Optimization exercise on an open flow, not production practice. RTL: at most simulated, not proved equivalent. Power: default activity.

File: flow/design.v
`timescale 1ns / 1ps
`default_nettype none
module lc4_ldout(input  wire [15:0] dmem,
                 input  wire [15:0] res,
                 input  wire [15:0] b,
                 input  wire        is_ldr,
                 input  wire        is_str,
                 output wire [15:0] wdata,
                 output wire [2:0]  nzp,
                 output wire [15:0] dmem_data);
   assign wdata = is_ldr ? dmem : res;
   wire ld_z  = dmem == 16'd0;
   wire res_z = res == 16'd0;
   assign nzp = is_ldr ? {dmem[15], ld_z, ~dmem[15] & ~ld_z}
                       : {res[15], res_z, ~res[15] & ~res_z};
   assign dmem_data = is_ldr ? dmem : is_str ? b : 16'd0;
endmodule
module lc4_resmux(input  wire [7:0]  sel,
                  input  wire [15:0] addres, shr, logres, sx9, hic, pc1, quo, rem,
                  output wire [15:0] res);
   assign res = ({16{sel[0]}} & addres) | ({16{sel[1]}} & shr) | ({16{sel[2]}} & logres) |
                ({16{sel[3]}} & sx9)    | ({16{sel[4]}} & hic) | ({16{sel[5]}} & pc1) |
                ({16{sel[6]}} & quo)    | ({16{sel[7]}} & rem);
endmodule
module lc4_npcmux(input  wire [4:0]  sel,
                  input  wire [15:0] pc1, s, jsr, a, trap,
                  output wire [15:0] npc);
   assign npc = ({16{sel[0]}} & pc1) | ({16{sel[1]}} & s) | ({16{sel[2]}} & jsr) |
                ({16{sel[3]}} & a)   | ({16{sel[4]}} & trap);
endmodule
`timescale 1ns / 1ps
`default_nettype none
module lc4_pg(input  wire [15:0] opa,
              input  wire [15:0] opb,
              input  wire        neg,
              output wire [15:0] ap,       
              output wire [15:0] ag);      
   wire [15:0] ob = opb ^ {16{neg}};
   assign ap = opa ^ ob;
   assign ag = opa & ob;
endmodule
module lc4_carry(input  wire [15:0] ap,
                 input  wire [15:0] ag,
                 input  wire        cin,
                 output wire [16:0] cy);
   assign cy[0] = cin;
   genvar gj;
   generate
      for (gj = 0; gj < 16; gj = gj + 1) begin : g_c
         if (gj % 2 == 1) begin : g_la
            assign cy[gj+1] = ag[gj] | (ap[gj] & ag[gj-1]) | (ap[gj] & ap[gj-1] & cy[gj-1]);
         end else begin : g_r
            assign cy[gj+1] = ag[gj] | (ap[gj] & cy[gj]);
         end
      end
   endgenerate
endmodule
module lc4_sumlog(input  wire [15:0] ap,
                  input  wire [15:0] ag,
                  input  wire [16:0] cy,
                  input  wire        is_cmp,
                  input  wire        cmpu,      
                  input  wire        a15,       
                  input  wire        b15,
                  input  wire [2:0]  lsel,
                  output wire [15:0] s,
                  output wire [15:0] addres,    
                  output wire [15:0] logres);
   assign s = ap ^ cy[15:0];
   wire lt = cmpu ? ~cy[16] : ((a15 ^ b15) ? a15 : s[15]);
   assign addres = is_cmp ? {lt, s[14:1], s[0] | s[15]} : s;
   assign logres = ({16{lsel[0]}} & ag) | ({16{lsel[1]}} & (ap | ag)) | ({16{lsel[2]}} & ap);
endmodule
`timescale 1ns / 1ps
`default_nettype none
module lc4_div_steps #(parameter R = 4)
   (input  wire [15:0]  rem_in,
    input  wire [R-1:0] din,
    input  wire [15:0]  divisor,
    output wire [15:0]  rem_out,
    output wire [R-1:0] q);
   wire [15:0] r [0:R];
   assign r[0] = rem_in;
   genvar i, j;
   generate
      for (i = 0; i < R; i = i + 1) begin : g_st
         wire [16:0] x = {r[i], din[R-1-i]};
         wire [16:0] bw;                         
         assign bw[0] = 1'b0;
         for (j = 0; j < 16; j = j + 1) begin : g_b
            assign bw[j+1] = (~x[j] & divisor[j]) | (~x[j] & bw[j]) | (divisor[j] & bw[j]);
         end
         wire [15:0] d = x[15:0] ^ divisor ^ bw[15:0];
         wire ok = x[16] | ~bw[16];
         assign q[R-1-i] = ok;
         assign r[i+1] = ok ? d : x[15:0];
      end
   endgenerate
   assign rem_out = r[R];
endmodule
module lc4_lt16(input  wire [15:0] x,
                input  wire [15:0] y,
                output wire        lt);
   wire [16:0] c;
   assign c[0] = 1'b0;
   genvar j;
   generate
      for (j = 0; j < 16; j = j + 1) begin : g_c
         assign c[j+1] = (~x[j] & y[j]) | (~x[j] & c[j]) | (y[j] & c[j]);
      end
   endgenerate
   assign lt = c[16];
endmodule
`timescale 1ns / 1ps
`default_nettype none
module lc4_mul16(input  wire [15:0] an,    
                 input  wire [15:0] bn,    
                 output wire [15:0] ra,
                 output wire [15:0] rb);
   wire [15:0] pp [0:15];
   genvar gi;
   generate
      for (gi = 0; gi < 16; gi = gi + 1) begin : g_pp
         assign pp[gi] = ~(an | {16{bn[gi]}});
      end
   endgenerate
   wire w1 = pp[0][13] ^ pp[1][12];
   wire w2 = pp[0][13] & pp[1][12];
   wire w3 = pp[0][14] ^ pp[1][13] ^ pp[2][12];
   wire w4 = (pp[0][14] & pp[1][13]) | (pp[0][14] & pp[2][12]) | (pp[1][13] & pp[2][12]);
   wire w5 = pp[3][11] ^ pp[4][10];
   wire w6 = pp[3][11] & pp[4][10];
   wire w7 = pp[0][15] ^ pp[1][14] ^ pp[2][13];
   wire w9 = pp[3][12] ^ pp[4][11] ^ pp[5][10];
   wire w11 = pp[6][9] ^ pp[7][8];
   wire w13 = pp[0][9] ^ pp[1][8];
   wire w14 = pp[0][9] & pp[1][8];
   wire w15 = pp[0][10] ^ pp[1][9] ^ pp[2][8];
   wire w16 = (pp[0][10] & pp[1][9]) | (pp[0][10] & pp[2][8]) | (pp[1][9] & pp[2][8]);
   wire w17 = pp[3][7] ^ pp[4][6];
   wire w18 = pp[3][7] & pp[4][6];
   wire w19 = pp[0][11] ^ pp[1][10] ^ pp[2][9];
   wire w20 = (pp[0][11] & pp[1][10]) | (pp[0][11] & pp[2][9]) | (pp[1][10] & pp[2][9]);
   wire w21 = pp[3][8] ^ pp[4][7] ^ pp[5][6];
   wire w22 = (pp[3][8] & pp[4][7]) | (pp[3][8] & pp[5][6]) | (pp[4][7] & pp[5][6]);
   wire w23 = pp[6][5] ^ pp[7][4];
   wire w24 = pp[6][5] & pp[7][4];
   wire w25 = pp[0][12] ^ pp[1][11] ^ pp[2][10];
   wire w26 = (pp[0][12] & pp[1][11]) | (pp[0][12] & pp[2][10]) | (pp[1][11] & pp[2][10]);
   wire w27 = pp[3][9] ^ pp[4][8] ^ pp[5][7];
   wire w28 = (pp[3][9] & pp[4][8]) | (pp[3][9] & pp[5][7]) | (pp[4][8] & pp[5][7]);
   wire w29 = pp[6][6] ^ pp[7][5] ^ pp[8][4];
   wire w30 = (pp[6][6] & pp[7][5]) | (pp[6][6] & pp[8][4]) | (pp[7][5] & pp[8][4]);
   wire w31 = pp[9][3] ^ pp[10][2];
   wire w32 = pp[9][3] & pp[10][2];
   wire w33 = pp[2][11] ^ pp[3][10] ^ pp[4][9];
   wire w34 = (pp[2][11] & pp[3][10]) | (pp[2][11] & pp[4][9]) | (pp[3][10] & pp[4][9]);
   wire w35 = pp[5][8] ^ pp[6][7] ^ pp[7][6];
   wire w36 = (pp[5][8] & pp[6][7]) | (pp[5][8] & pp[7][6]) | (pp[6][7] & pp[7][6]);
   wire w37 = pp[8][5] ^ pp[9][4] ^ pp[10][3];
   wire w38 = (pp[8][5] & pp[9][4]) | (pp[8][5] & pp[10][3]) | (pp[9][4] & pp[10][3]);
   wire w39 = pp[11][2] ^ pp[12][1] ^ pp[13][0];
   wire w40 = (pp[11][2] & pp[12][1]) | (pp[11][2] & pp[13][0]) | (pp[12][1] & pp[13][0]);
   wire w41 = pp[5][9] ^ pp[6][8] ^ pp[7][7];
   wire w42 = (pp[5][9] & pp[6][8]) | (pp[5][9] & pp[7][7]) | (pp[6][8] & pp[7][7]);
   wire w43 = pp[8][6] ^ pp[9][5] ^ pp[10][4];
   wire w44 = (pp[8][6] & pp[9][5]) | (pp[8][6] & pp[10][4]) | (pp[9][5] & pp[10][4]);
   wire w45 = pp[11][3] ^ pp[12][2] ^ pp[13][1];
   wire w46 = (pp[11][3] & pp[12][2]) | (pp[11][3] & pp[13][1]) | (pp[12][2] & pp[13][1]);
   wire w47 = pp[14][0] ^ w3 ^ w5;
   wire w48 = (pp[14][0] & w3) | (pp[14][0] & w5) | (w3 & w5);
   wire w49 = pp[8][7] ^ pp[9][6] ^ pp[10][5];
   wire w51 = pp[11][4] ^ pp[12][3] ^ pp[13][2];
   wire w53 = pp[14][1] ^ pp[15][0] ^ w7;
   wire w55 = w9 ^ w11 ^ w4;
   wire w57 = pp[0][6] ^ pp[1][5];
   wire w58 = pp[0][6] & pp[1][5];
   wire w59 = pp[0][7] ^ pp[1][6] ^ pp[2][5];
   wire w60 = (pp[0][7] & pp[1][6]) | (pp[0][7] & pp[2][5]) | (pp[1][6] & pp[2][5]);
   wire w61 = pp[3][4] ^ pp[4][3];
   wire w62 = pp[3][4] & pp[4][3];
   wire w63 = pp[0][8] ^ pp[1][7] ^ pp[2][6];
   wire w64 = (pp[0][8] & pp[1][7]) | (pp[0][8] & pp[2][6]) | (pp[1][7] & pp[2][6]);
   wire w65 = pp[3][5] ^ pp[4][4] ^ pp[5][3];
   wire w66 = (pp[3][5] & pp[4][4]) | (pp[3][5] & pp[5][3]) | (pp[4][4] & pp[5][3]);
   wire w67 = pp[6][2] ^ pp[7][1];
   wire w68 = pp[6][2] & pp[7][1];
   wire w69 = pp[2][7] ^ pp[3][6] ^ pp[4][5];
   wire w70 = (pp[2][7] & pp[3][6]) | (pp[2][7] & pp[4][5]) | (pp[3][6] & pp[4][5]);
   wire w71 = pp[5][4] ^ pp[6][3] ^ pp[7][2];
   wire w72 = (pp[5][4] & pp[6][3]) | (pp[5][4] & pp[7][2]) | (pp[6][3] & pp[7][2]);
   wire w73 = pp[8][1] ^ pp[9][0] ^ w13;
   wire w74 = (pp[8][1] & pp[9][0]) | (pp[8][1] & w13) | (pp[9][0] & w13);
   wire w75 = pp[5][5] ^ pp[6][4] ^ pp[7][3];
   wire w76 = (pp[5][5] & pp[6][4]) | (pp[5][5] & pp[7][3]) | (pp[6][4] & pp[7][3]);
   wire w77 = pp[8][2] ^ pp[9][1] ^ pp[10][0];
   wire w78 = (pp[8][2] & pp[9][1]) | (pp[8][2] & pp[10][0]) | (pp[9][1] & pp[10][0]);
   wire w79 = w15 ^ w17 ^ w14;
   wire w80 = (w15 & w17) | (w15 & w14) | (w17 & w14);
   wire w81 = pp[8][3] ^ pp[9][2] ^ pp[10][1];
   wire w82 = (pp[8][3] & pp[9][2]) | (pp[8][3] & pp[10][1]) | (pp[9][2] & pp[10][1]);
   wire w83 = pp[11][0] ^ w19 ^ w21;
   wire w84 = (pp[11][0] & w19) | (pp[11][0] & w21) | (w19 & w21);
   wire w85 = w23 ^ w16 ^ w18;
   wire w86 = (w23 & w16) | (w23 & w18) | (w16 & w18);
   wire w87 = pp[11][1] ^ pp[12][0] ^ w25;
   wire w88 = (pp[11][1] & pp[12][0]) | (pp[11][1] & w25) | (pp[12][0] & w25);
   wire w89 = w27 ^ w29 ^ w31;
   wire w90 = (w27 & w29) | (w27 & w31) | (w29 & w31);
   wire w91 = w20 ^ w22 ^ w24;
   wire w92 = (w20 & w22) | (w20 & w24) | (w22 & w24);
   wire w93 = w1 ^ w33 ^ w35;
   wire w94 = (w1 & w33) | (w1 & w35) | (w33 & w35);
   wire w95 = w37 ^ w39 ^ w26;
   wire w96 = (w37 & w39) | (w37 & w26) | (w39 & w26);
   wire w97 = w28 ^ w30 ^ w32;
   wire w98 = (w28 & w30) | (w28 & w32) | (w30 & w32);
   wire w99 = w2 ^ w41 ^ w43;
   wire w100 = (w2 & w41) | (w2 & w43) | (w41 & w43);
   wire w101 = w45 ^ w47 ^ w34;
   wire w102 = (w45 & w47) | (w45 & w34) | (w47 & w34);
   wire w103 = w36 ^ w38 ^ w40;
   wire w104 = (w36 & w38) | (w36 & w40) | (w38 & w40);
   wire w105 = w6 ^ w49 ^ w51;
   wire w107 = w53 ^ w55 ^ w42;
   wire w109 = w44 ^ w46 ^ w48;
   wire w111 = pp[0][4] ^ pp[1][3];
   wire w112 = pp[0][4] & pp[1][3];
   wire w113 = pp[0][5] ^ pp[1][4] ^ pp[2][3];
   wire w114 = (pp[0][5] & pp[1][4]) | (pp[0][5] & pp[2][3]) | (pp[1][4] & pp[2][3]);
   wire w115 = pp[3][2] ^ pp[4][1];
   wire w116 = pp[3][2] & pp[4][1];
   wire w117 = pp[2][4] ^ pp[3][3] ^ pp[4][2];
   wire w118 = (pp[2][4] & pp[3][3]) | (pp[2][4] & pp[4][2]) | (pp[3][3] & pp[4][2]);
   wire w119 = pp[5][1] ^ pp[6][0] ^ w57;
   wire w120 = (pp[5][1] & pp[6][0]) | (pp[5][1] & w57) | (pp[6][0] & w57);
   wire w121 = pp[5][2] ^ pp[6][1] ^ pp[7][0];
   wire w122 = (pp[5][2] & pp[6][1]) | (pp[5][2] & pp[7][0]) | (pp[6][1] & pp[7][0]);
   wire w123 = w59 ^ w61 ^ w58;
   wire w124 = (w59 & w61) | (w59 & w58) | (w61 & w58);
   wire w125 = pp[8][0] ^ w63 ^ w65;
   wire w126 = (pp[8][0] & w63) | (pp[8][0] & w65) | (w63 & w65);
   wire w127 = w67 ^ w60 ^ w62;
   wire w128 = (w67 & w60) | (w67 & w62) | (w60 & w62);
   wire w129 = w69 ^ w71 ^ w73;
   wire w130 = (w69 & w71) | (w69 & w73) | (w71 & w73);
   wire w131 = w64 ^ w66 ^ w68;
   wire w132 = (w64 & w66) | (w64 & w68) | (w66 & w68);
   wire w133 = w75 ^ w77 ^ w79;
   wire w134 = (w75 & w77) | (w75 & w79) | (w77 & w79);
   wire w135 = w70 ^ w72 ^ w74;
   wire w136 = (w70 & w72) | (w70 & w74) | (w72 & w74);
   wire w137 = w81 ^ w83 ^ w85;
   wire w138 = (w81 & w83) | (w81 & w85) | (w83 & w85);
   wire w139 = w76 ^ w78 ^ w80;
   wire w140 = (w76 & w78) | (w76 & w80) | (w78 & w80);
   wire w141 = w87 ^ w89 ^ w91;
   wire w142 = (w87 & w89) | (w87 & w91) | (w89 & w91);
   wire w143 = w82 ^ w84 ^ w86;
   wire w144 = (w82 & w84) | (w82 & w86) | (w84 & w86);
   wire w145 = w93 ^ w95 ^ w97;
   wire w146 = (w93 & w95) | (w93 & w97) | (w95 & w97);
   wire w147 = w88 ^ w90 ^ w92;
   wire w148 = (w88 & w90) | (w88 & w92) | (w90 & w92);
   wire w149 = w99 ^ w101 ^ w103;
   wire w150 = (w99 & w101) | (w99 & w103) | (w101 & w103);
   wire w151 = w94 ^ w96 ^ w98;
   wire w152 = (w94 & w96) | (w94 & w98) | (w96 & w98);
   wire w153 = w105 ^ w107 ^ w109;
   wire w155 = w100 ^ w102 ^ w104;
   wire w157 = pp[0][3] ^ pp[1][2];
   wire w158 = pp[0][3] & pp[1][2];
   wire w159 = pp[2][2] ^ pp[3][1] ^ pp[4][0];
   wire w160 = (pp[2][2] & pp[3][1]) | (pp[2][2] & pp[4][0]) | (pp[3][1] & pp[4][0]);
   wire w161 = pp[5][0] ^ w113 ^ w115;
   wire w162 = (pp[5][0] & w113) | (pp[5][0] & w115) | (w113 & w115);
   wire w163 = w117 ^ w119 ^ w114;
   wire w164 = (w117 & w119) | (w117 & w114) | (w119 & w114);
   wire w165 = w121 ^ w123 ^ w118;
   wire w166 = (w121 & w123) | (w121 & w118) | (w123 & w118);
   wire w167 = w125 ^ w127 ^ w122;
   wire w168 = (w125 & w127) | (w125 & w122) | (w127 & w122);
   wire w169 = w129 ^ w131 ^ w126;
   wire w170 = (w129 & w131) | (w129 & w126) | (w131 & w126);
   wire w171 = w133 ^ w135 ^ w130;
   wire w172 = (w133 & w135) | (w133 & w130) | (w135 & w130);
   wire w173 = w137 ^ w139 ^ w134;
   wire w174 = (w137 & w139) | (w137 & w134) | (w139 & w134);
   wire w175 = w141 ^ w143 ^ w138;
   wire w176 = (w141 & w143) | (w141 & w138) | (w143 & w138);
   wire w177 = w145 ^ w147 ^ w142;
   wire w178 = (w145 & w147) | (w145 & w142) | (w147 & w142);
   wire w179 = w149 ^ w151 ^ w146;
   wire w180 = (w149 & w151) | (w149 & w146) | (w151 & w146);
   wire w181 = w153 ^ w155 ^ w150;
   wire w183 = pp[0][2] ^ pp[1][1];
   wire w184 = pp[0][2] & pp[1][1];
   wire w185 = pp[2][1] ^ pp[3][0] ^ w157;
   wire w186 = (pp[2][1] & pp[3][0]) | (pp[2][1] & w157) | (pp[3][0] & w157);
   wire w187 = w111 ^ w159 ^ w158;
   wire w188 = (w111 & w159) | (w111 & w158) | (w159 & w158);
   wire w189 = w112 ^ w161 ^ w160;
   wire w190 = (w112 & w161) | (w112 & w160) | (w161 & w160);
   wire w191 = w116 ^ w163 ^ w162;
   wire w192 = (w116 & w163) | (w116 & w162) | (w163 & w162);
   wire w193 = w120 ^ w165 ^ w164;
   wire w194 = (w120 & w165) | (w120 & w164) | (w165 & w164);
   wire w195 = w124 ^ w167 ^ w166;
   wire w196 = (w124 & w167) | (w124 & w166) | (w167 & w166);
   wire w197 = w128 ^ w169 ^ w168;
   wire w198 = (w128 & w169) | (w128 & w168) | (w169 & w168);
   wire w199 = w132 ^ w171 ^ w170;
   wire w200 = (w132 & w171) | (w132 & w170) | (w171 & w170);
   wire w201 = w136 ^ w173 ^ w172;
   wire w202 = (w136 & w173) | (w136 & w172) | (w173 & w172);
   wire w203 = w140 ^ w175 ^ w174;
   wire w204 = (w140 & w175) | (w140 & w174) | (w175 & w174);
   wire w205 = w144 ^ w177 ^ w176;
   wire w206 = (w144 & w177) | (w144 & w176) | (w177 & w176);
   wire w207 = w148 ^ w179 ^ w178;
   wire w208 = (w148 & w179) | (w148 & w178) | (w179 & w178);
   wire w209 = w152 ^ w181 ^ w180;
   assign ra = {w209, w207, w205, w203, w201, w199, w197, w195, w193, w191, w189, w187, w185, pp[2][0], pp[0][1], pp[0][0]};
   assign rb = {w208, w206, w204, w202, w200, w198, w196, w194, w192, w190, w188, w186, w184, w183, pp[1][0], 1'b0};
endmodule
`timescale 1ns / 1ps
`default_nettype none
module lc4_rd8(input  wire [127:0] rf,
               input  wire [7:0]   oh,
               output wire [15:0]  d);
   assign d = ({16{oh[0]}} & rf[15:0])   | ({16{oh[1]}} & rf[31:16]) |
              ({16{oh[2]}} & rf[47:32])  | ({16{oh[3]}} & rf[63:48]) |
              ({16{oh[4]}} & rf[79:64])  | ({16{oh[5]}} & rf[95:80]) |
              ({16{oh[6]}} & rf[111:96]) | ({16{oh[7]}} & rf[127:112]);
endmodule
module lc4_dec8(input  wire [2:0] sel,
                output wire [7:0] oh);
   assign oh = 8'd1 << sel;
endmodule
`timescale 1ns / 1ps
`default_nettype none
module lc4_opamux(input  wire [3:0]  sel,
                  input  wire [15:0] a,
                  input  wire [15:0] pc,
                  input  wire [15:0] ra,
                  input  wire [15:0] x0,
                  output wire [15:0] opa);
   assign opa = ({16{sel[0]}} & a) | ({16{sel[1]}} & pc) | ({16{sel[2]}} & ra) |
                ({16{sel[3]}} & x0);
endmodule
module lc4_opbmux(input  wire [7:0]  sel,
                  input  wire [15:0] b,
                  input  wire [15:0] rb,
                  input  wire [10:0] imm,      
                  output wire [15:0] opb);
   wire [15:0] sx5  = {{11{imm[4]}}, imm[4:0]};
   wire [15:0] sx6  = {{10{imm[5]}}, imm[5:0]};
   wire [15:0] sx7  = {{9{imm[6]}}, imm[6:0]};
   wire [15:0] zx7  = {9'd0, imm[6:0]};
   wire [15:0] sx9  = {{7{imm[8]}}, imm[8:0]};
   wire [15:0] sx11 = {{5{imm[10]}}, imm[10:0]};
   assign opb = ({16{sel[0]}} & b)   | ({16{sel[1]}} & sx5) | ({16{sel[2]}} & sx6) |
                ({16{sel[3]}} & sx7) | ({16{sel[4]}} & zx7) | ({16{sel[5]}} & sx9) |
                ({16{sel[6]}} & sx11) | ({16{sel[7]}} & rb);
endmodule
`timescale 1ns / 1ps
`default_nettype none
module lc4_processor
   (input  wire        clk,
    input  wire        rst,
    input  wire        gwe,
    output wire [15:0] o_cur_pc,
    input  wire [15:0] i_cur_insn,
    output wire [15:0] o_dmem_addr,
    input  wire [15:0] i_cur_dmem_data,
    output wire        o_dmem_we,
    output wire [15:0] o_dmem_towrite,
    output wire [1:0]  test_stall,
    output wire [15:0] test_cur_pc,
    output wire [15:0] test_cur_insn,
    output wire        test_regfile_we,
    output wire [2:0]  test_regfile_wsel,
    output wire [15:0] test_regfile_data,
    output wire        test_nzp_we,
    output wire [2:0]  test_nzp_new_bits,
    output wire        test_dmem_we,
    output wire [15:0] test_dmem_addr,
    output wire [15:0] test_dmem_data,
    input  wire [7:0]  switch_data,
    output wire [7:0]  led_data);
   assign led_data = switch_data;
   reg [15:0]  pc;       
   reg [15:0]  ir;
   reg         valid;    
   reg [2:0]   dcnt;     
   reg [15:0]  remr;     
   reg [14:0]  qr;       
   reg [2:0]   nzp;
   reg [127:0] rf;       
   wire [3:0] op = ir[15:12];
   wire is_br    = op == 4'h0;
   wire is_arith = op == 4'h1;
   wire is_cmp   = op == 4'h2;
   wire is_jsr   = op == 4'h4;
   wire is_logic = op == 4'h5;
   wire is_ldr   = op == 4'h6;
   wire is_str   = op == 4'h7;
   wire is_rti   = op == 4'h8;
   wire is_const = op == 4'h9;
   wire is_shift = op == 4'ha;
   wire is_jmp   = op == 4'hc;
   wire is_hic   = op == 4'hd;
   wire is_trap  = op == 4'hf;
   wire is_mul  = is_arith & ir[5:3] == 3'b001;
   wire is_div  = is_arith & ir[5:3] == 3'b011;
   wire is_mod  = is_shift & ir[5:4] == 2'b11;
   wire is_long = is_div | is_mod;
   wire rf_we_d  = is_arith | is_jsr | is_logic | is_ldr | is_const |
                   is_shift | is_hic | is_trap;
   wire nzp_we_d = rf_we_d | is_cmp;
   wire link     = is_jsr | is_trap;
   wire [2:0] wsel = link ? 3'd7 : ir[11:9];
   wire [2:0] ra = (is_cmp | is_hic) ? ir[11:9] :
                   is_rti ? 3'd7 : ir[8:6];
   wire [2:0] rb = is_str ? ir[11:9] : ir[2:0];
   wire [15:0] a, b;
   wire [7:0] oha, ohb;
   lc4_dec8 dca(.sel(ra), .oh(oha));
   lc4_dec8 dcb(.sel(rb), .oh(ohb));
   lc4_rd8 rda(.rf(rf), .oh(oha), .d(a));
   lc4_rd8 rdb(.rf(rf), .oh(ohb), .d(b));
   wire shr = is_shift & (ir[5] ^ ir[4]);        
   wire [15:0] a_rev, m_rev;
   wire [15:0] onehot = 16'd1 << ir[3:0];
   wire [15:0] ma = shr ? a_rev : a;
   wire [15:0] mb = is_shift ? onehot : b;
   wire [15:0] mra, mrb;
   lc4_mul16 mu(.an(~ma), .bn(~mb), .ra(mra), .rb(mrb));
   wire [15:0] fill;
   genvar gj;
   generate
      for (gj = 0; gj < 16; gj = gj + 1) begin : g_rev
         assign a_rev[gj] = a[15-gj];
         assign m_rev[gj] = s[15-gj];
         assign fill[gj] = ~ir[5] & a[15] & (ir[3:0] > 15 - gj);
      end
   endgenerate
   wire c0    = dcnt == 3'd0;
   wire dlast = dcnt[2] & dcnt[1];        
   reg [2:0] din;
   always @* begin
      case (dcnt)
        3'd1: din = a[15:13];
        3'd2: din = a[12:10];
        3'd3: din = a[9:7];
        3'd4: din = a[6:4];
        3'd5: din = a[3:1];
        3'd6: din = {a[0], 2'b00};
        default: din = {1'b0, a[1], 1'b0};
      endcase
   end
   wire [15:0] rem_in = (dcnt[2:1] == 2'b00) ? 16'd0 : remr;    
   wire [15:0] x0 = c0 ? a : {rem_in[14:0], din[2]};
   wire [15:0] opa, opb, s, addres, logres;
   wire        neg, cin;
   wire use_pc = is_br | is_jmp;
   wire use_mul = is_mul | (is_shift & ~(ir[5] & ir[4]));        
   wire is_not = is_logic & ~ir[5] & ir[4:3] == 2'b01;
   wire [7:0] osel;
   assign osel[0] = (is_arith & ~ir[5] & ~is_mul) | (is_cmp & ~ir[8]) | (is_logic & ~ir[5] & ~is_not) |
                    is_mod;
   assign osel[1] = (is_arith | is_logic) & ir[5];                
   assign osel[2] = is_ldr | is_str;
   assign osel[3] = is_cmp & ir[8:7] == 2'b10;                    
   assign osel[4] = is_cmp & ir[8:7] == 2'b11;                    
   assign osel[5] = is_br;
   assign osel[6] = is_jmp;
   assign osel[7] = use_mul;                                      
   assign neg = (is_arith & ~ir[5] & ir[4]) | is_cmp | is_not | is_mod;    
   assign cin = neg | use_pc;
   lc4_opamux oa(.sel({is_long, use_mul, use_pc, ~use_pc & ~use_mul & ~is_long}), .a(a), .pc(pc),
                 .ra(mra), .x0(x0), .opa(opa));
   lc4_opbmux os(.sel(osel), .b(b), .rb(mrb), .imm(ir[10:0]), .opb(opb));
   wire [15:0] ap, ag;
   wire [16:0] cy;
   wire [2:0]  lsel = {~ir[5] & ir[3], ~ir[5] & ir[4] & ~ir[3], ir[5] | ~ir[4] & ~ir[3]};
   lc4_pg     pg(.opa(opa), .opb(opb), .neg(neg), .ap(ap), .ag(ag));
   lc4_carry  ca(.ap(ap), .ag(ag), .cin(cin), .cy(cy));
   lc4_sumlog sl(.ap(ap), .ag(ag), .cy(cy), .is_cmp(is_cmp), .cmpu(ir[7]), .a15(opa[15]),
                 .b15(opb[15]), .lsel(lsel), .s(s), .addres(addres), .logres(logres));
   wire [15:0] sx9  = {{7{ir[8]}}, ir[8:0]};
   wire [15:0] pc1 = pc + 16'd1;
   wire ok0 = rem_in[15] | cy[16];
   wire [15:0] rem_1 = ok0 ? s : x0;
   wire [15:0] rem_out;
   wire [1:0]  q2;
   lc4_div_steps #(.R(2)) div(.rem_in(rem_1), .din(din[1:0]), .divisor(b),
                              .rem_out(rem_out), .q(q2));
   wire [2:0]  q3 = {ok0, q2};
   wire bnz = b != 16'd0;
   wire lt2;
   lc4_lt16 lt(.x({1'b0, a[15:1]}), .y(b), .lt(lt2));
   wire early = c0 & (~bnz | lt2);
   wire busy  = is_long & ~dlast & ~early;    
   wire [15:0] res;
   wire [7:0]  rsel;
   assign rsel[0] = (is_arith & ~is_div) | is_cmp |               
                    (is_shift & ir[5:4] == 2'b00);                
   assign rsel[1] = shr;                                           
   assign rsel[2] = is_logic;
   assign rsel[3] = is_const;
   assign rsel[4] = is_hic;
   assign rsel[5] = link;                                          
   assign rsel[6] = is_div & bnz;
   assign rsel[7] = is_mod & bnz;
   lc4_resmux rm(.sel(rsel), .addres(addres), .shr(m_rev | fill),
                 .logres(logres), .sx9(sx9), .hic({ir[7:0], a[7:0]}), .pc1(pc1),
                 .quo({qr & {15{~c0}}, ok0}), .rem(rem_1), .res(res));
   wire [15:0] wdata, dmem_data;
   wire [2:0]  nzp_new;
   lc4_ldout ld(.dmem(i_cur_dmem_data), .res(res), .b(b), .is_ldr(is_ldr), .is_str(is_str),
                .wdata(wdata), .nzp(nzp_new), .dmem_data(dmem_data));
   wire taken = is_br & |(ir[11:9] & nzp);
   wire [15:0] npc;
   wire [4:0]  nsel;
   assign nsel[1] = valid & (taken | (is_jmp & ir[11]));             
   assign nsel[2] = valid & is_jsr & ir[11];                         
   assign nsel[3] = valid & ((is_jsr | is_jmp) & ~ir[11] | is_rti);  
   assign nsel[4] = valid & is_trap;
   assign nsel[0] = ~(nsel[1] | nsel[2] | nsel[3] | nsel[4]);        
   lc4_npcmux nm(.sel(nsel), .pc1(pc1), .s(s), .jsr({pc[15], ir[10:0], 4'd0}), .a(a),
                 .trap({8'h80, ir[7:0]}), .npc(npc));
   assign o_cur_pc = npc;
   wire adv = ~(valid & busy);       
   wire rf_we = valid & rf_we_d & ~busy;
   wire [15:0] rf_wd = wdata;
   always @(posedge clk) begin
      if (gwe) begin
         if (rst) begin
            pc    <= 16'h81ff;
            valid <= 1'b0;
            dcnt  <= 3'd0;
            nzp   <= 3'b000;
         end else begin
            if (adv) begin
               pc    <= npc;
               ir    <= i_cur_insn;
               valid <= 1'b1;
            end
            if (valid & is_long) begin
               dcnt <= busy ? dcnt + 3'd1 : 3'd0;
               if (busy) begin
                  remr <= rem_out;
                  qr   <= {qr[11:0], q3};
               end
            end
            if (valid & nzp_we_d & ~busy) nzp <= nzp_new;
         end
      end
   end
   wire [15:0] rf_in = rst ? 16'd0 : rf_wd;
   genvar gi;
   generate
      for (gi = 0; gi < 8; gi = gi + 1) begin : g_rf
         always @(posedge clk)
            if (gwe & (rst | (rf_we & wsel == gi)))
               rf[gi*16 +: 16] <= rf_in;
      end
   endgenerate
   assign o_dmem_addr    = s;
   assign o_dmem_we      = valid & is_str;
   assign o_dmem_towrite = b;
   assign test_stall        = {1'b0, ~valid | busy};
   assign test_cur_pc       = pc;
   assign test_cur_insn     = ir;
   assign test_regfile_we   = rf_we_d;
   assign test_regfile_wsel = wsel;
   assign test_regfile_data = wdata;
   assign test_nzp_we       = nzp_we_d;
   assign test_nzp_new_bits = nzp_new;
   assign test_dmem_we      = is_str;
   assign test_dmem_addr    = (is_ldr | is_str) ? s : 16'd0;
   assign test_dmem_data    = dmem_data;
endmodule
File: flow/flow/run.sh
#!/bin/bash
# The standard layout, except that the ports are buffered with buf_1
# cells instead of the delay buffers buffer_ports picks by default, and the
# pin placer keeps the load data pins next to the outputs that pass it on
# (test_regfile_data, test_dmem_data, test_nzp_new_bits). Each make run's
# full output goes to a log file of its own here.
set -euo pipefail
bash standard.sh synth > flow_synth.log 2>&1
bash standard.sh "BUFFER_PORTS_ARGS=-buffer_cell sky130_fd_sc_hd__buf_1" \
  "PLACE_PINS_ARGS=-group_pins {i_cur_dmem_data[0] test_regfile_data[0] test_dmem_data[0] i_cur_dmem_data[1] test_regfile_data[1] test_dmem_data[1] i_cur_dmem_data[2] test_regfile_data[2] test_dmem_data[2] i_cur_dmem_data[3] test_regfile_data[3] test_dmem_data[3] i_cur_dmem_data[4] test_regfile_data[4] test_dmem_data[4] i_cur_dmem_data[5] test_regfile_data[5] test_dmem_data[5] i_cur_dmem_data[6] test_regfile_data[6] test_dmem_data[6] i_cur_dmem_data[7] test_regfile_data[7] test_dmem_data[7] test_nzp_new_bits[0] test_nzp_new_bits[1] test_nzp_new_bits[2] i_cur_dmem_data[8] test_regfile_data[8] test_dmem_data[8] i_cur_dmem_data[9] test_regfile_data[9] test_dmem_data[9] i_cur_dmem_data[10] test_regfile_data[10] test_dmem_data[10] i_cur_dmem_data[11] test_regfile_data[11] test_dmem_data[11] i_cur_dmem_data[12] test_regfile_data[12] test_dmem_data[12] i_cur_dmem_data[13] test_regfile_data[13] test_dmem_data[13] i_cur_dmem_data[14] test_regfile_data[14] test_dmem_data[14] i_cur_dmem_data[15] test_regfile_data[15] test_dmem_data[15]}" finish > flow_finish.log 2>&1
File: flow/standard.sh
#!/bin/bash
# synth_recipe.tcl (not shown) runs the flow's synth.tcl, then flattens the netlist and writes it again
# the make line also repeats each setting of config.mk as NAME=value (left out here)
make -C /OpenROAD-flow-scripts/flow DESIGN_CONFIG=/design/flow/config.mk WORK_HOME=/design/flow/orfs CLKGATE_MAP_FILE= SYNTH_SCRIPT=/design/flow/synth_recipe.tcl "${@:-finish}"
File: flow/config.mk
export PLATFORM = sky130hd
export DESIGN_NAME = lc4_processor
export DESIGN_NICKNAME = lc4_processor
export VERILOG_FILES = /design/flow/design.v
export SDC_FILE = /design/flow/constraint.sdc
export NUM_CORES = 4
export LEC_CHECK = 0
export CAP_MARGIN = 20
export CORE_MARGIN = 2
export CORE_UTILIZATION = 30
export CTS_BUF_LIST = sky130_fd_sc_hd__clkbuf_8
export CTS_CLUSTER_DIAMETER = 50
export CTS_CLUSTER_SIZE = 10
export SLEW_MARGIN = 20
export SYNTH_HIERARCHICAL = 1
File: flow/constraint.sdc
create_clock -name core_clock -period 70.0 [get_ports {clk}]
set_input_delay 14.0000 -clock core_clock [delete_from_list [all_inputs] [get_ports {clk}]]
set_output_delay 14.0000 -clock core_clock [all_outputs]
set_load 0.01 [all_outputs]
==> impl_results.md, run 1 <==
- Number of cell rows: just over 90
- Cell variety after synth: 97
- Htree depth: 4
- P_leak: ~7.5 nW
- Setup Skew: 0.02967 ns
- Pin count of the biggest net entering global routing: between 40 and 50
- Comb power frac: roughly 62%
- Starting Density: a little under a third
- Status: timing/DRC/antenna clean
- Net Sw Frac: ~44%
- Sequential share of the synthesized area: between 30% and 40%
- Clock tree from TritonCTS: built
- DP Wirelength: ~56000 microns
- Post-Syn Area: ~0.019 sq mm
- Drt first-iter violations: between 2000 and 2500
- Data arrival, critical path: roughly 15 ns
- Drt pass-1 iters: 6
- Met3 WL: around 7600 microns
- Via/cell ratio: between 5 and 6
- Drt total wl: roughly 74000 microns
- Worst setup SP type: input port
- Highest metal used: met5
- Yosys reg bits: 198
- Dpl cell area: about 0.020 sq mm
- Chip width: 254.1 microns
- First-pass GRT wire length: 106200 microns
- Nets: around 2100
- Rel. slew slack: about 18%
- Storage cell area: around 0.0059 sq mm
- Post-route met1 wirelength: ~30000 microns
- WL/cell: approximately 27 microns
- Die height: roughly 250 microns
- DIE AREA: roughly 0.065 sq mm
- Antenna-violating nets left: 0
- Period minus WS final: 29.00 ns
- Reg clk slew, reported paths: 0.11 ns
- Post-CTS setup buffers: 0
- Clock Latency Late Sink: approximately 0.52 ns
- Fin. max-slew vios: 0
- P_int: around 0.34 mW
- Clock share of power: between 10% and 20%
- Synth area leaders: edfxtp_1 (32%), fa_1 (12%), a22oi_1 (9.1%)
- Fraction of registers with async set/reset: 0%
- Filler cells: 6350
- Crit end category: output pin
- Drt drc: 0
- Met2 Wirelength: 32840 microns
- CP Class: in -> out
- Area growth syn-to-layout: 8.257%
- Hold Fails Final Rpt: 0
- Syn_area_per_cell: between 10 and 15 sq um
- Pwr Density: between 30 and 40 mW/mm^2
- # IOs: between 150 and 200
- Fmax: about 34 MHz
- Grt total ovfl: 0
- Buffers on Ports: 173
- RSZ-0062 raised after global routing: false
- Ys Warns: 9
- Final setup viols: 0
- GRT Util Overall: 22.63%
- DR vias: roughly 16000
- Core Footprint: around 0.06 sq mm
- Vias in the first global route: about 15000
- Post-CTS Resized: 0
- Clock sinks: between 150 and 200
- Seq pwr share: about a quarter
- Post-synth EDFFs: approximately 200
- CP Max Fanout: 3
- Initial antenna violation count: 4
- NetSw: approximately 0.27 mW
- Post-Syn Instances: 1780
- Library cell with the largest summed area after synthesis: edfxtp_1
- Final core utilization: between 30% and 40%
- Tcrit/Tclk final: around 41%
- Placer Congestion: between 1 and 1.5
- Setup TNS: 0 ns
- Clk buf depth: 2
- Maximum vdd drop: around 0.000019 V
- Multi-input gate area: about 0.011 sq mm
- Share of the synthesized area in the top cell type: approximately a third
- Max-cap violation count: 0
- Tightest Pin Transition: roughly 1.2 ns
- Post-CTS Hold Buffers: 0
- Final Cell Area: between 0.02 and 0.025 sq mm
- Synth Flop Type: edfxtp_1
- Total CTS buffers: 17
- Worst hold path class: reg -> reg
- Share of post-route cells with drive strength above 1: ~18%
- Worst endpoint required time: around 56 ns
- Clock root cell: clkbuf_8
## modules after synthesis (local to each module, per instance), excerpt
module | flops+latches | times used | cells inside | area [sq um]
lc4_carry | 0 | 1 | 42 | 314.1
lc4_opbmux | 0 | 1 | 42 | 277.8
lc4_dec8 | 0 | 2 | 8 | 65.06
lc4_resmux | 0 | 1 | 96 | 779.5
lc4_ldout | 0 | 1 | 54 | 495.5
lc4_rd8 | 0 | 2 | 96 | 779.5
lc4_lt16 | 0 | 1 | 45 | 305.3
lc4_pg | 0 | 1 | 34 | 371.6
lc4_opamux | 0 | 1 | 56 | 464.2
lc4_sumlog | 0 | 1 | 59 | 481.7
lc4_npcmux | 0 | 1 | 55 | 387.9
## Yosys cell counts, types with 6 or more instances
cell / number
nor4_1: 10
o21bai_1: 10
a22oi_1: 228
inv_1: 132
xnor2_1: 29
a221o_1: 9
fa_1: 108
a21o_1: 7
nand4_1: 56
a22o_1: 47
a22oi_2: 23
nor3_1: 25
buf_6: 63
mux2_2: 59
a21oi_1: 33
o22ai_1: 9
buf_2: 19
and3_1: 22
nor2b_1: 49
and4_1: 6
xor2_1: 41
mux2i_1: 18
ha_1: 40
or2_2: 53
buf_4: 60
nand2_1: 70
and3b_2: 6
nand2b_1: 13
mux2_4: 8
o21ai_0: 18
clkbuf_1: 34
a222oi_1: 22
nor2_1: 112
o31ai_1: 11
nor3b_1: 7
nand3_1: 7
edfxtp_1: 198
## layout make-up
class	instances	area share (%)
clock inverters	15	0.9365
flip-flops and latches	198	29.28
multi-input cells	1271	54.24
diodes	3	0.03697
inverters	137	2.538
well taps	837	5.157
clock buffers	17	1.152
repair buffers	261	6.660
## sequential cells by signal (all words and copies together) (netlist names)
name   count
valid      1
pc        16
remr      16
dcnt       3
qr        15
rf       128
nzp        3
ir        16
## layer usage
metal,GRT usage [%],up-vias
li1,-,6753
met5,0,-
met4,11.24,2
met1,30.13,7977
met2,34.94,1148
met3,4.527,191
## through the flow
step / cells / setup WS [ns] / power [mW] / hold WS [ns]
6_report: 2739 / 41.00 / 0.6100 / 0.4521
4_1_cts: 2730 / 40.99 / 0.6048 / 0.4542
5_1_grt: 2737 / 40.94 / 0.6460 / 0.4622
3_3_place_gp: 2696 / 41.01 / 0.5157 / 0.4274
3_5_place_dp: 2698 / 40.99 / 0.5228 / 0.4284
2_1_floorplan: 1793 / 41.33 / 0.4386 / 0.4180
## placed cells by master, fill, tap and decap left out, types with 56 or more instances in the layout
cell	count
buf_4	81
nor2_1	108
inv_1	132
mux2_2	59
edfxtp_1	198
buf_1	172
fa_1	108
nand4_1	56
a22oi_1	228
nand2_1	70
## kinds of logic (layout without fill, tap and decap cells)
family                   count (synthesis)  count (layout)  share of synthesized area (%)
XOR/XNOR                                73              73                          3.562
buffers and inverters                  324             430                          10.83
flip-flops                             198             198                          31.69
adder cells (fa/ha/maj)                153             153                          14.47
AND/OR/NAND/NOR                        475             475                          14.07
AO/OA/AOI/OAI                          469             469                          20.17
other                                    3              19                        0.06002
multiplexers                            85              85                          5.142
## worst max-delay path: stages
cell     delay [ns]
buf_1          0.13
nor4_2         0.30
nand4_1        0.14
a32o_2         0.30
buf_1          0.13
## power by group through the flow
stage | Clock [mW] | Sequential [mW] | Combinational [mW]
2_1_floorplan | 0 | 0.154 | 0.285
3_3_place_gp | 0 | 0.155 | 0.361
3_5_place_dp | 0 | 0.155 | 0.367
4_1_cts | 0.0820 | 0.153 | 0.370
5_1_grt | 0.0864 | 0.153 | 0.406
6_report | 0.0809 | 0.153 | 0.376
## final timing paths
kind,start,endpoint,slack (ns),cells after the start
max,i_cur_dmem_data[0],test_nzp_new_bits[0],41.00,5
min,qr[2]$_DFFE_PP_,qr[5]$_DFFE_PP_,0.45,0
max reg2reg,ir[14]$_DFFE_PP_,remr[1]$_DFFE_PP_,45.74,65
min reg2reg,qr[2]$_DFFE_PP_,qr[5]$_DFFE_PP_,0.45,0
Testbench counts, summed over its fixed seeds: cycles 161,966, insns 160,000.
==> run 2, diff against run 1 <==
--- a/flow/config.mk
+++ b/flow/config.mk
@@ -8,8 +8,5 @@
 export CAP_MARGIN = 20
 export CORE_MARGIN = 2
 export CORE_UTILIZATION = 30
-export CTS_BUF_LIST = sky130_fd_sc_hd__clkbuf_8
-export CTS_CLUSTER_DIAMETER = 50
-export CTS_CLUSTER_SIZE = 10
 export SLEW_MARGIN = 20
 export SYNTH_HIERARCHICAL = 1
==> run 2 against run 1 <==
Against the previous run:
- design area up 0.92%
- global-route usage about the same
- clock power up about 30%
- flip-flop and latch count unchanged
- non-clock buffer count unchanged
- wire length about the same
- via count down 0.36%
==> impl_results.md, run 2 <==
- Status: timing/DRC/antenna clean
- Area growth syn-to-layout: 9.258%
- Post-Syn Instances: ~1800
- # IOs: around 190
- Hold Fails Final Rpt: 0
- Post-Syn Area: about 0.019 sq mm
- Pre-CTS WS: around 41 ns
- Max-cap violation count: 0
- Rel. slew slack: 19.49%
- Fin. max-slew vios: 0
- Reg clk slew, reported paths: about 0.08 ns
- Most flops, register: rf
- Placer Congestion: 1.024
- CP Max Fanout: 3
- Period minus WS final: 29.01 ns
- Setup TNS: 0 ns
- Post-CTS Hold Buffers: 0
- Synth area leaders: edfxtp_1 (32%), fa_1 (12%), a22oi_1 (9.1%)
- P_int: between 0.3 and 0.4 mW
- Filler cells: between 6000 and 7000
- Clock root cell: clkbuf_16
- R2r worst-path depth: 65
- Worst hold path class: reg -> reg
- Drt pass-1 iters: 9
- WL/cell: around 27 microns
- Nets: approximately 2100
- Worst hold stages: 0
- P_leak: around 7.6 nW
- Max FFs per register: roughly 130
- Data arrival, critical path: 15.01 ns
- Setup Skew: 0.01797 ns
- Starting Density: slightly above 30%
- Seq pwr share: about 24%
- Clock Latency Late Sink: between 0.4 and 0.5 ns
- Ys Warns: 9
- Syn_area_per_cell: 10.54 sq um
- Tightest Pin Transition: ~1.2 ns
- Drt total wl: 74380 microns
- RSZ-0062 raised after global routing: false
- Pin count of the biggest net entering global routing: between 40 and 50
- Vias in the first global route: approximately 15000
- Synth Flop Type: edfxtp_1
- DP Wirelength: roughly 56000 microns
- Worst setup margin: 40.99 ns
- Library cell with the largest summed area after synthesis: edfxtp_1
- Drt first-iter violations: 2061
- GRT Util Overall: a little under a quarter
- Post-synth EDFFs: ~200
- DR vias: ~16000
- Antenna-violating nets left: 0
- Clock sinks: between 150 and 200
- Post-CTS setup buffers: 0
- Worst endpoint required time: 56.00 ns
- Htree depth: 4
- Share of the synthesized area in the top cell type: 31.69%
- Initial antenna violation count: 3
- Fraction of registers with async set/reset: 0%
- First-pass GRT wire length: 106100 microns
- Final core utilization: 33.21%
- Via/cell ratio: between 5 and 6
- Maximum vdd drop: about 0.000028 V
- Chip width: approximately 250 microns
- Leading cell types in the layout, fill and taps excluded: a22oi_1 (228), edfxtp_1 (198), buf_1 (172)
- Number of cell rows: 91
- Worst setup SP type: input port
- Total CTS buffers: 17
- Sequential share of the synthesized area: between 30% and 40%
- Net Sw Frac: between 40% and 50%
- Clock share of power: 16.6%
- Buffers on Ports: approximately 170
- Commonest non-fill, non-tap cell in the layout: a22oi_1
- Cell variety after synth: just under 100
- Fmax: around 34 MHz
- DIE AREA: 0.06455 sq mm
- Core Footprint: about 0.062 sq mm
- Die height: around 250 microns
- Final setup viols: 0
- Pwr Density: about 31 mW/mm^2
- Tcrit/Tclk final: approximately 41%
- NetSw: 0.2733 mW
- Grt total ovfl: 0
- CP Class: in -> out
- Crit end category: output pin
- Drt drc: 0
- Most common cell in the netlist: a22oi_1
- Clk buf depth: 2
- Clock tree from TritonCTS: built
- Comb power frac: between 50% and 60%
- WHS: roughly 0.45 ns
- Commonest cells in the netlist: a22oi_1 (228), edfxtp_1 (198), inv_1 (132)
- Yosys reg bits: slightly below 200
- Post-CTS Resized: 0
- Share of post-route cells with drive strength above 1: 18.22%
## run 2: area by class of cell
class | instances | area, sq um | area share [%]
antenna | 3 | 7.507 | 0.03663
inverter | 137 | 515.5 | 2.515
sequential | 198 | 5946 | 29.01
timing repair buffer | 261 | 1349 | 6.581
clock inverter | 15 | 190.2 | 0.9279
clock buffer | 17 | 425.4 | 2.076
tap | 837 | 1047 | 5.110
multi-input combinational | 1271 | 11020 | 53.75
## run 2: per-stage QoR
step	area [sq um]	instances	total power [mW]
floorplan	18810	1793	0.4386
global placement	19770	2696	0.5157
finish	20500	2739	0.6333
CTS	20420	2730	0.6288
detailed placement	19800	2698	0.5228
global route	20490	2736	0.6699
## run 2: metal layers
| metal | wire [microns] | global-route usage, % | vias up |
|---|---|---|---|
| met5 | 15 | 0 | - |
| met4 | 4130 | 12.03 | 2 |
| met3 | 7811 | 4.650 | 195 |
| met2 | 32710 | 34.65 | 1091 |
| met1 | 29710 | 29.90 | 7970 |
| li1 | - | - | 6755 |
## run 2: per-module statistics from Yosys, one instance, submodules excluded, a selection
module / cells / flops+latches / copies in the design / cell area (sq um)
lc4_mul16: 370 / 0 / 1 / 3156
lc4_npcmux: 55 / 0 / 1 / 387.9
lc4_opamux: 56 / 0 / 1 / 464.2
lc4_pg: 34 / 0 / 1 / 371.6
lc4_opbmux: 42 / 0 / 1 / 277.8
lc4_carry: 42 / 0 / 1 / 314.1
lc4_lt16: 45 / 0 / 1 / 305.3
lc4_ldout: 54 / 0 / 1 / 495.5
lc4_resmux: 96 / 0 / 1 / 779.5
lc4_rd8: 96 / 0 / 2 / 779.5
lc4_processor: 628 / 198 / 1 / 8882
lc4_sumlog: 59 / 0 / 1 / 481.7
lc4_dec8: 8 / 0 / 2 / 65.06
## run 2: critical path, stage by stage
cell and delay, ns:
buf_1 0.13, nor4_2 0.30, nand4_1 0.14, a32o_2 0.30
buf_1 0.13
## run 2: cells by family after synthesis
family / Yosys count / synth area share, %
other cells: 3 / 0.06002
flops: 198 / 31.69
fa+ha+maj: 153 / 14.47
mux: 85 / 5.142
buf+inv: 324 / 10.83
xor+xnor: 73 / 3.562
compound gates: 469 / 20.17
simple gates: 475 / 14.07
## run 2: path summary, 6_finish.rpt
check | from | end | slack (ns)
setup / recovery | i_cur_dmem_data[0] | test_nzp_new_bits[0] | 40.99
hold / removal | qr[2]$_DFFE_PP_ | qr[5]$_DFFE_PP_ | 0.45
setup reg to reg | ir[14]$_DFFE_PP_ | remr[6]$_DFFE_PP_ | 45.72
hold reg to reg | qr[2]$_DFFE_PP_ | qr[5]$_DFFE_PP_ | 0.45
## run 2: power by group through the flow
| stage | logic (mW) | registers, mW | clock network [mW] |
|---|---|---|---|
| 2_1_floorplan | 0.285 | 0.154 | 0 |
| 3_3_place_gp | 0.361 | 0.155 | 0 |
| 3_5_place_dp | 0.367 | 0.155 | 0 |
| 4_1_cts | 0.370 | 0.153 | 0.106 |
| 5_1_grt | 0.406 | 0.153 | 0.110 |
| 6_report | 0.375 | 0.153 | 0.105 |
==> run 3, diff against run 2 <==
--- a/flow/design.v
+++ b/flow/design.v
@@ -22,11 +22,11 @@
                 ({16{sel[3]}} & sx9)    | ({16{sel[4]}} & hic) | ({16{sel[5]}} & pc1) |
                 ({16{sel[6]}} & quo)    | ({16{sel[7]}} & rem);
 endmodule
-module lc4_npcmux(input  wire [4:0]  sel,
+module lc4_npcmux(input  wire [5:0]  sel,
                   input  wire [15:0] pc1, s, jsr, a, trap,
                   output wire [15:0] npc);
    assign npc = ({16{sel[0]}} & pc1) | ({16{sel[1]}} & s) | ({16{sel[2]}} & jsr) |
-                ({16{sel[3]}} & a)   | ({16{sel[4]}} & trap);
+                ({16{sel[3]}} & a)   | ({16{sel[4]}} & trap) | ({16{sel[5]}} & 16'h8200);
 endmodule
 `timescale 1ns / 1ps
 `default_nettype none
@@ -392,7 +392,7 @@
    reg [15:0]  pc;       
    reg [15:0]  ir;
    reg         valid;    
-   reg [2:0]   dcnt;     
+   reg [4:0]   dcnt;     
    reg [15:0]  remr;     
    reg [14:0]  qr;       
    reg [2:0]   nzp;
@@ -445,22 +445,13 @@
          assign fill[gj] = ~ir[5] & a[15] & (ir[3:0] > 15 - gj);
       end
    endgenerate
-   wire c0    = dcnt == 3'd0;
-   wire dlast = dcnt[2] & dcnt[1];        
-   reg [2:0] din;
-   always @* begin
-      case (dcnt)
-        3'd1: din = a[15:13];
-        3'd2: din = a[12:10];
-        3'd3: din = a[9:7];
-        3'd4: din = a[6:4];
-        3'd5: din = a[3:1];
-        3'd6: din = {a[0], 2'b00};
-        default: din = {1'b0, a[1], 1'b0};
-      endcase
-   end
-   wire [15:0] rem_in = (dcnt[2:1] == 2'b00) ? 16'd0 : remr;    
-   wire [15:0] x0 = c0 ? a : {rem_in[14:0], din[2]};
+   wire c0    = dcnt == 5'd0;
+   wire dlast = dcnt[4];                  
+   wire [3:0] bidx = 4'd0 - dcnt[3:0];    
+   wire din   = a[bidx];
+   wire [15:0] rem_in = (dcnt[4:1] == 4'd0) ? 16'd0 : remr;    
+   wire [15:0] x0 = {rem_in[14:0], din};
+   wire dstep = is_long & ~c0;            
    wire [15:0] opa, opb, s, addres, logres;
    wire        neg, cin;
    wire use_pc = is_br | is_jmp;
@@ -478,7 +469,7 @@
    assign osel[7] = use_mul;                                      
    assign neg = (is_arith & ~ir[5] & ir[4]) | is_cmp | is_not | is_mod;    
    assign cin = neg | use_pc;
-   lc4_opamux oa(.sel({is_long, use_mul, use_pc, ~use_pc & ~use_mul & ~is_long}), .a(a), .pc(pc),
+   lc4_opamux oa(.sel({dstep, use_mul, use_pc, ~use_pc & ~use_mul & ~dstep}), .a(a), .pc(pc),
                  .ra(mra), .x0(x0), .opa(opa));
    lc4_opbmux os(.sel(osel), .b(b), .rb(mrb), .imm(ir[10:0]), .opb(opb));
    wire [15:0] ap, ag;
@@ -491,12 +482,7 @@
    wire [15:0] sx9  = {{7{ir[8]}}, ir[8:0]};
    wire [15:0] pc1 = pc + 16'd1;
    wire ok0 = rem_in[15] | cy[16];
-   wire [15:0] rem_1 = ok0 ? s : x0;
-   wire [15:0] rem_out;
-   wire [1:0]  q2;
-   lc4_div_steps #(.R(2)) div(.rem_in(rem_1), .din(din[1:0]), .divisor(b),
-                              .rem_out(rem_out), .q(q2));
-   wire [2:0]  q3 = {ok0, q2};
+   wire [15:0] rem_1 = ok0 ? s : opa;
    wire bnz = b != 16'd0;
    wire lt2;
    lc4_lt16 lt(.x({1'b0, a[15:1]}), .y(b), .lt(lt2));
@@ -522,12 +508,13 @@
                 .wdata(wdata), .nzp(nzp_new), .dmem_data(dmem_data));
    wire taken = is_br & |(ir[11:9] & nzp);
    wire [15:0] npc;
-   wire [4:0]  nsel;
+   wire [5:0]  nsel;
    assign nsel[1] = valid & (taken | (is_jmp & ir[11]));             
    assign nsel[2] = valid & is_jsr & ir[11];                         
    assign nsel[3] = valid & ((is_jsr | is_jmp) & ~ir[11] | is_rti);  
    assign nsel[4] = valid & is_trap;
-   assign nsel[0] = ~(nsel[1] | nsel[2] | nsel[3] | nsel[4]);        
+   assign nsel[0] = valid & ~(nsel[1] | nsel[2] | nsel[3] | nsel[4]);  
+   assign nsel[5] = ~valid;                                          
    lc4_npcmux nm(.sel(nsel), .pc1(pc1), .s(s), .jsr({pc[15], ir[10:0], 4'd0}), .a(a),
                  .trap({8'h80, ir[7:0]}), .npc(npc));
    assign o_cur_pc = npc;
@@ -537,9 +524,8 @@
    always @(posedge clk) begin
       if (gwe) begin
          if (rst) begin
-            pc    <= 16'h81ff;
             valid <= 1'b0;
-            dcnt  <= 3'd0;
+            dcnt  <= 5'd0;
             nzp   <= 3'b000;
          end else begin
             if (adv) begin
@@ -548,10 +534,10 @@
                valid <= 1'b1;
             end
             if (valid & is_long) begin
-               dcnt <= busy ? dcnt + 3'd1 : 3'd0;
+               dcnt <= busy ? dcnt + 5'd1 : 5'd0;
                if (busy) begin
-                  remr <= rem_out;
-                  qr   <= {qr[11:0], q3};
+                  remr <= rem_1;
+                  qr   <= {qr[13:0], ok0};
                end
             end
             if (valid & nzp_we_d & ~busy) nzp <= nzp_new;
--- a/flow/config.mk
+++ b/flow/config.mk
@@ -5,8 +5,8 @@
 export SDC_FILE = /design/flow/constraint.sdc
 export NUM_CORES = 4
 export LEC_CHECK = 0
-export CAP_MARGIN = 20
+export CAP_MARGIN = 0
 export CORE_MARGIN = 2
 export CORE_UTILIZATION = 30
-export SLEW_MARGIN = 20
+export SLEW_MARGIN = 0
 export SYNTH_HIERARCHICAL = 1
==> run 3 against run 2 <==
Against the previous run:
- wire length shrank 9.6%
- first-iteration DRC count is 5.2% lower
- clock skew down 0.0076 ns
- critical path depth stayed put
- critical endpoint unchanged
==> impl_results.md, run 3 <==
- Cell variety after synth: 91
- Data arrival, critical path: 15.00 ns
- Post-Syn Instances: 1677
- Area growth syn-to-layout: 8.364%
- Share of the synthesized area in the top cell type: ~34%
- Max-cap violation count: 0
- Max FFs per register: 128
- Crit path max-delay cell type: nor4_2
- DR vias: between 10000 and 15000
- Cell mode on critical path: buf_1
- Reg clk slew, reported paths: ~0.08 ns
- Most common cell in the netlist: a22oi_1
- Final core utilization: 32.85%
- Commonest non-fill, non-tap cell in the layout: a22oi_1
- Worst r2r src: ir[14]$_DFFE_PP_
- GRT met1 Usage: ~28%
- Post-CTS Hold Buffers: 0
- Worst hold path class: reg -> reg
- Period minus WS final: roughly 29 ns
- Clock root cell: clkbuf_16
- Dpl cell area: 0.01838 sq mm
- Pre-CTS WS: between 40 and 50 ns
- Drt drc: 0
- Crit end category: output pin
- Buffers on Ports: roughly 170
- Busiest grt layer: met2
- Leading cell types in the layout, fill and taps excluded: a22oi_1 (228), edfxtp_1 (200), buf_1 (173)
- Ys Warns: 8
- Filler cells: just under 6000
- Fmax: roughly 34 MHz
- Synth area leaders: edfxtp_1 (34%), a22oi_1 (9.8%), fa_1 (8.9%)
- Initial antenna violation count: 1
- Clk buf depth: 2
- Post-CTS Resized: 0
- Commonest cells in the netlist: a22oi_1 (228), edfxtp_1 (200), nor2_1 (114)
- Fin. max-slew vios: 0
- Clock Latency Late Sink: ~0.47 ns
- Total CTS buffers: 17
- Placer Congestion: roughly 0.95
- # IOs: around 190
- Crit path from: i_cur_dmem_data[0]
- Drt first-iter violations: 1953
- Syn_area_per_cell: between 10 and 15 sq um
- Pwr Density: about 26 mW/mm^2
- GRT Util Overall: a little over a fifth
- Yosys reg bits: 200
- Post-CTS setup buffers: 0
- P_leak: roughly 7.0 nW
- R2r worst-path depth: 33
- Overall power: about 0.50 mW
- Tightest Pin Transition: 1.296 ns
- Worst setup SP type: input port
- Die height: 245.4 microns
- CP Max Fanout: 3
- Clock tree from TritonCTS: built
- RSZ-0062 raised after global routing: false
- Antenna-violating nets left: 0
- Most flops, register: rf
- Sequential share of the synthesized area: between 30% and 40%
- Worst hold stages: 0
- Post-synth EDFFs: 200
- DIE AREA: ~0.06 sq mm
- Starting Density: 30.31%
- Worst R2R Setup Slack: between 50 and 60 ns
- Worst setup margin: between 40 and 50 ns
- Tcrit/Tclk final: between 40% and 50%
- Drt pass-1 iters: 9
- Status: timing/DRC/antenna clean
- WL/cell: approximately 26 microns
- Rel. slew slack: 13.01%
- Post-Syn Area: 0.01749 sq mm
- Maximum vdd drop: ~0.000021 V
- Fraction of registers with async set/reset: 0%
- Nets: 1925
- Vias in the first global route: around 15000
- DP Wirelength: around 48000 microns
- Final Cell Area: roughly 0.019 sq mm
- Final setup viols: 0
- Synth Flop Type: edfxtp_1
- CP Class: in -> out
- Hold Fails Final Rpt: 0
- Library cell with the largest summed area after synthesis: edfxtp_1
- Setup TNS: 0 ns
- Chip width: between 200 and 250 microns
- Number of cell rows: 88
- Htree depth: 4
- Via/cell ratio: 5.868
- Critical register-to-register path endpoint: nzp[1]$_SDFFCE_PP0P_
- Clock sinks: 200
- Share of post-route cells with drive strength above 1: ~15%
- First-pass GRT wire length: ~100000 microns
- Met2 Use GR: roughly 33%
- Pin count of the biggest net entering global routing: 37
- Setup Skew: roughly 0.010 ns
- Critical-path cell list: buf_1, nor4_2, nand4_1, a32o_2, buf_1
- Diodes inserted: 0
- Drt total wl: roughly 67000 microns
- Critical Path End: test_nzp_new_bits[0]
- Core Footprint: ~0.058 sq mm
- Grt total ovfl: 0
- M3 GR Usage: about 4.2%
- Worst endpoint required time: 56.00 ns
- Slowest stage delay, CP: ~0.3 ns
run 3: area by class of cell:
class                      count  area [sq um]  share of cell area, %
inverter                     114         429.2                  2.265
clock inverter                15         148.9                 0.7857
tap                          765         957.2                  5.051
timing repair buffer         240          1152                  6.081
sequential                   200          6006                  31.69
multi-input combinational   1196          9832                  51.88
clock buffer                  17         425.4                  2.245
run 3: where the power goes:
group / internal [mW] / leakage, nW / switching [mW]
combinational: 0.0944 / 4.80 / 0.160
clock: 0.0477 / 0.283 / 0.0511
sequential: 0.141 / 1.91 / 0.00500
run 3: cell families (layout without fill, tap and decap cells):
| kind of cell | count (synthesis) | in the layout | synth area share [%] |
|---|---|---|---|
| buf+inv | 294 | 386 | 10.70 |
| other cells | 3 | 16 | 0.06439 |
| compound gates | 446 | 446 | 20.20 |
| flops | 200 | 200 | 34.34 |
| mux | 56 | 56 | 3.956 |
| fa+ha+maj | 118 | 118 | 11.73 |
| simple gates | 482 | 482 | 15.03 |
| xor+xnor | 78 | 78 | 3.985 |
run 3: how the worst min path moves through the flow:
stage                          from               end  slack (ns)
global placement    qr[7]$_DFFE_PP_   qr[8]$_DFFE_PP_        0.42
finish              qr[5]$_DFFE_PP_   qr[6]$_DFFE_PP_        0.45
detailed placement  qr[5]$_DFFE_PP_   qr[6]$_DFFE_PP_        0.43
floorplan           qr[9]$_DFFE_PP_  qr[10]$_DFFE_PP_        0.42
CTS                 qr[5]$_DFFE_PP_   qr[6]$_DFFE_PP_        0.45
global route        qr[5]$_DFFE_PP_   qr[6]$_DFFE_PP_        0.47
run 3: Yosys stat by module (local to each module, per instance), excerpt:
module / copies in the design / cells / flip-flops and latches / cell area [sq um]
lc4_opamux: 1 / 56 / 0 / 464.2
lc4_lt16: 1 / 45 / 0 / 305.3
lc4_rd8: 2 / 96 / 0 / 779.5
lc4_processor: 1 / 614 / 200 / 8785
lc4_pg: 1 / 34 / 0 / 371.6
lc4_ldout: 1 / 54 / 0 / 495.5
lc4_carry: 1 / 42 / 0 / 314.1
run 3: stage by stage:
stage	cells	hold WS, ns
floorplan	1690	0.4180
global placement	2515	0.4239
detailed placement	2515	0.4311
CTS	2547	0.4495
global route	2547	0.4652
finish	2547	0.4503
run 3: worst max-delay path, delay by kind of cell:
family                 cells  cell delay, ns
AO/OA/AOI/OAI              1            0.29
AND/OR/NAND/NOR            2            0.44
buffers and inverters      2            0.26
run 3: metal layers:
layer	share of wire, %	vias to the layer above
li1	-	6374
met1	39	7474
met2	44	901
met3	9.2	196
met4	7.8	2
met5	0.019	-
Testbench counts of run 3, summed over its fixed seeds: cycles 164,976, insns 160,000.
==> run 4, diff against run 3 <==
--- a/flow/config.mk
+++ b/flow/config.mk
@@ -5,8 +5,8 @@
 export SDC_FILE = /design/flow/constraint.sdc
 export NUM_CORES = 4
 export LEC_CHECK = 0
-export CAP_MARGIN = 0
+export CAP_MARGIN = 20
 export CORE_MARGIN = 2
 export CORE_UTILIZATION = 30
-export SLEW_MARGIN = 0
+export SLEW_MARGIN = 20
 export SYNTH_HIERARCHICAL = 1
==> run 4 against run 3 <==
Against the previous run:
- synthesized cell count unchanged
- sequential power about the same
- clock skew up 0.0019 ns
- largest power group unchanged
- highest routed layer unchanged
- register-to-register slack about the same
==> impl_results.md, run 4 <==
- Fraction of registers with async set/reset: 0%
- Antenna-violating nets left: 0
- Drt total wl: ~67000 microns
- Hold Fails Final Rpt: 0
- DIE AREA: 0.06024 sq mm
- Initial antenna violation count: 1
- Period minus WS final: 29.01 ns
- Clock Latency Late Sink: roughly 0.47 ns
- Vias in the first global route: 14740
- Total CTS buffers: 17
- CP Max Fanout: 3
- DR vias: 15060
- Post-synth EDFFs: 200
- Clock root cell: clkbuf_16
- Nets: between 1500 and 2000
- Status: timing/DRC/antenna clean
- Ys Warns: 8
- Clk buf depth: 2
- Via/cell ratio: ~5.9
- Post-CTS setup buffers: 0
- Post-Syn Instances: roughly 1700
- Fmax: 34.47 MHz
- Maximum vdd drop: between 0.00002 and 0.000025 V
- Area growth syn-to-layout: 8.493%
- First-pass GRT wire length: approximately 98000 microns
- Clock tree from TritonCTS: built
- Reg clk slew, reported paths: 0.08 ns
- Chip width: ~250 microns
- Drt first-iter violations: between 2000 and 2500
- Core Footprint: just under 0.06 sq mm
- Commonest non-fill, non-tap cell in the layout: a22oi_1
- Tightest Pin Transition: about 1.2 ns
- Commonest cells in the netlist: a22oi_1 (228), edfxtp_1 (200), nor2_1 (114)
- P_leak: ~7.0 nW
- Drt drc: 0
- Share of the synthesized area in the top cell type: 34.34%
- Pwr Density: roughly 26 mW/mm^2
- Synth Flop Type: edfxtp_1
- Most flops, register: rf
- Placed instance count: 2515
- Pre-CTS WS: between 40 and 50 ns
- Drt pass-1 iters: 7
- Worst hold path class: reg -> reg
- Final setup viols: 0
- Data arrival, critical path: 15.01 ns
- Library cell with the largest summed area after synthesis: edfxtp_1
- Synth area leaders: edfxtp_1 (34%), a22oi_1 (9.8%), fa_1 (8.9%)
- CP Class: in -> out
- Tcrit/Tclk final: a little over 40%
- Most common cell in the netlist: a22oi_1
- Worst setup margin: 40.99 ns
- GRT Util Overall: a little over a fifth
- Grt total ovfl: 0
- Leading cell types in the layout, fill and taps excluded: a22oi_1 (228), edfxtp_1 (200), buf_1 (173)
- Max-cap violation count: 0
- Pin count of the biggest net entering global routing: 37
- Buffers on Ports: 173
- Diodes inserted: 0
- Setup Skew: 0.01233 ns
- Overall power: 0.5006 mW
- Worst endpoint required time: 56.00 ns
- Yosys reg bits: 200
- Cell variety after synth: 91
- Clock sinks: 200
- WL/cell: 26.43 microns
- Worst setup SP type: input port
- Rel. slew slack: roughly a fifth
- Placer Congestion: between 0.9 and 1
- Crit end category: output pin
- Die height: 245.4 microns
- Post-Syn Area: about 0.017 sq mm
## run 4: cell counts after synthesis
No cell type changed its count.
## run 4: area by class of cell
cell class | count | area [sq um]
Clock buffer | 17 | 425.4
Sequential cell | 200 | 6006
Timing Repair Buffer | 241 | 1164
Fill cell | 5876 | 38720
Inverter | 114 | 429.2
Clock inverter | 15 | 148.9
Tap cell | 765 | 957.2
Multi-Input combinational cell | 1196 | 9843
## run 4: critical path, cell delays in order
cell,delay (ns)
buf_1,0.13
nor4_2,0.31
nand4_1,0.14
a32o_2,0.29
buf_1,0.13
## run 4: worst paths after layout
path,from,end,slack [ns],cells past startpoint
setup / recovery,i_cur_dmem_data[0],test_nzp_new_bits[0],40.99,5
hold / removal,qr[1]$_DFFE_PP_,qr[2]$_DFFE_PP_,0.45,0
setup reg to reg,ir[14]$_DFFE_PP_,nzp[1]$_SDFFCE_PP0P_,57.18,33
hold reg to reg,qr[1]$_DFFE_PP_,qr[2]$_DFFE_PP_,0.45,0
## run 4: kinds of logic after synthesis
| family | count (synthesis) | synth area share (%) |
|---|---|---|
| other cells | 3 | 0.06439 |
| compound gates | 446 | 20.20 |
| flops | 200 | 34.34 |
| xor+xnor | 78 | 3.985 |
| mux | 56 | 3.956 |
| fa+ha+maj | 118 | 11.73 |
| buf+inv | 294 | 10.70 |
| simple gates | 482 | 15.03 |
## run 4: per-module statistics from Yosys, one instance, submodules excluded, a selection
module | flip-flops and latches | area [sq um]
lc4_pg | 0 | 371.6
lc4_ldout | 0 | 495.5
lc4_rd8 | 0 | 779.5
lc4_opamux | 0 | 464.2
lc4_resmux | 0 | 779.5
lc4_opbmux | 0 | 277.8
lc4_processor | 200 | 8785
lc4_carry | 0 | 314.1
lc4_npcmux | 0 | 395.4
lc4_sumlog | 0 | 481.7
lc4_lt16 | 0 | 305.3
lc4_dec8 | 0 | 65.06
## run 4: metrics by stage
stage / hold WS (ns) / instance area, sq um / util (%)
after floorplan: 0.4180 / 17540 / -
after global placement: 0.4239 / 18380 / 31.85
after detailed placement: 0.4311 / 18380 / 31.85
after CTS: 0.4495 / 18950 / 32.85
after global routing: 0.4652 / 18970 / 32.89
final: 0.4535 / 18970 / 32.89
## run 4: power breakdown
group          switching [mW]  internal [mW]
logic                   0.161         0.0945
clock network          0.0511         0.0477
registers             0.00500          0.141
## run 4: metal layers
| layer | wire length [microns] | global-route usage [%] | vias to the layer above |
|---|---|---|---|
| met3 | 6401 | 4.169 | 212 |
| met5 | 13 | 0 | - |
| li1 | - | - | 6378 |
| met1 | 26350 | 28.28 | 7537 |
| met4 | 5434 | 15.78 | 2 |
| met2 | 29150 | 33.03 | 926 |
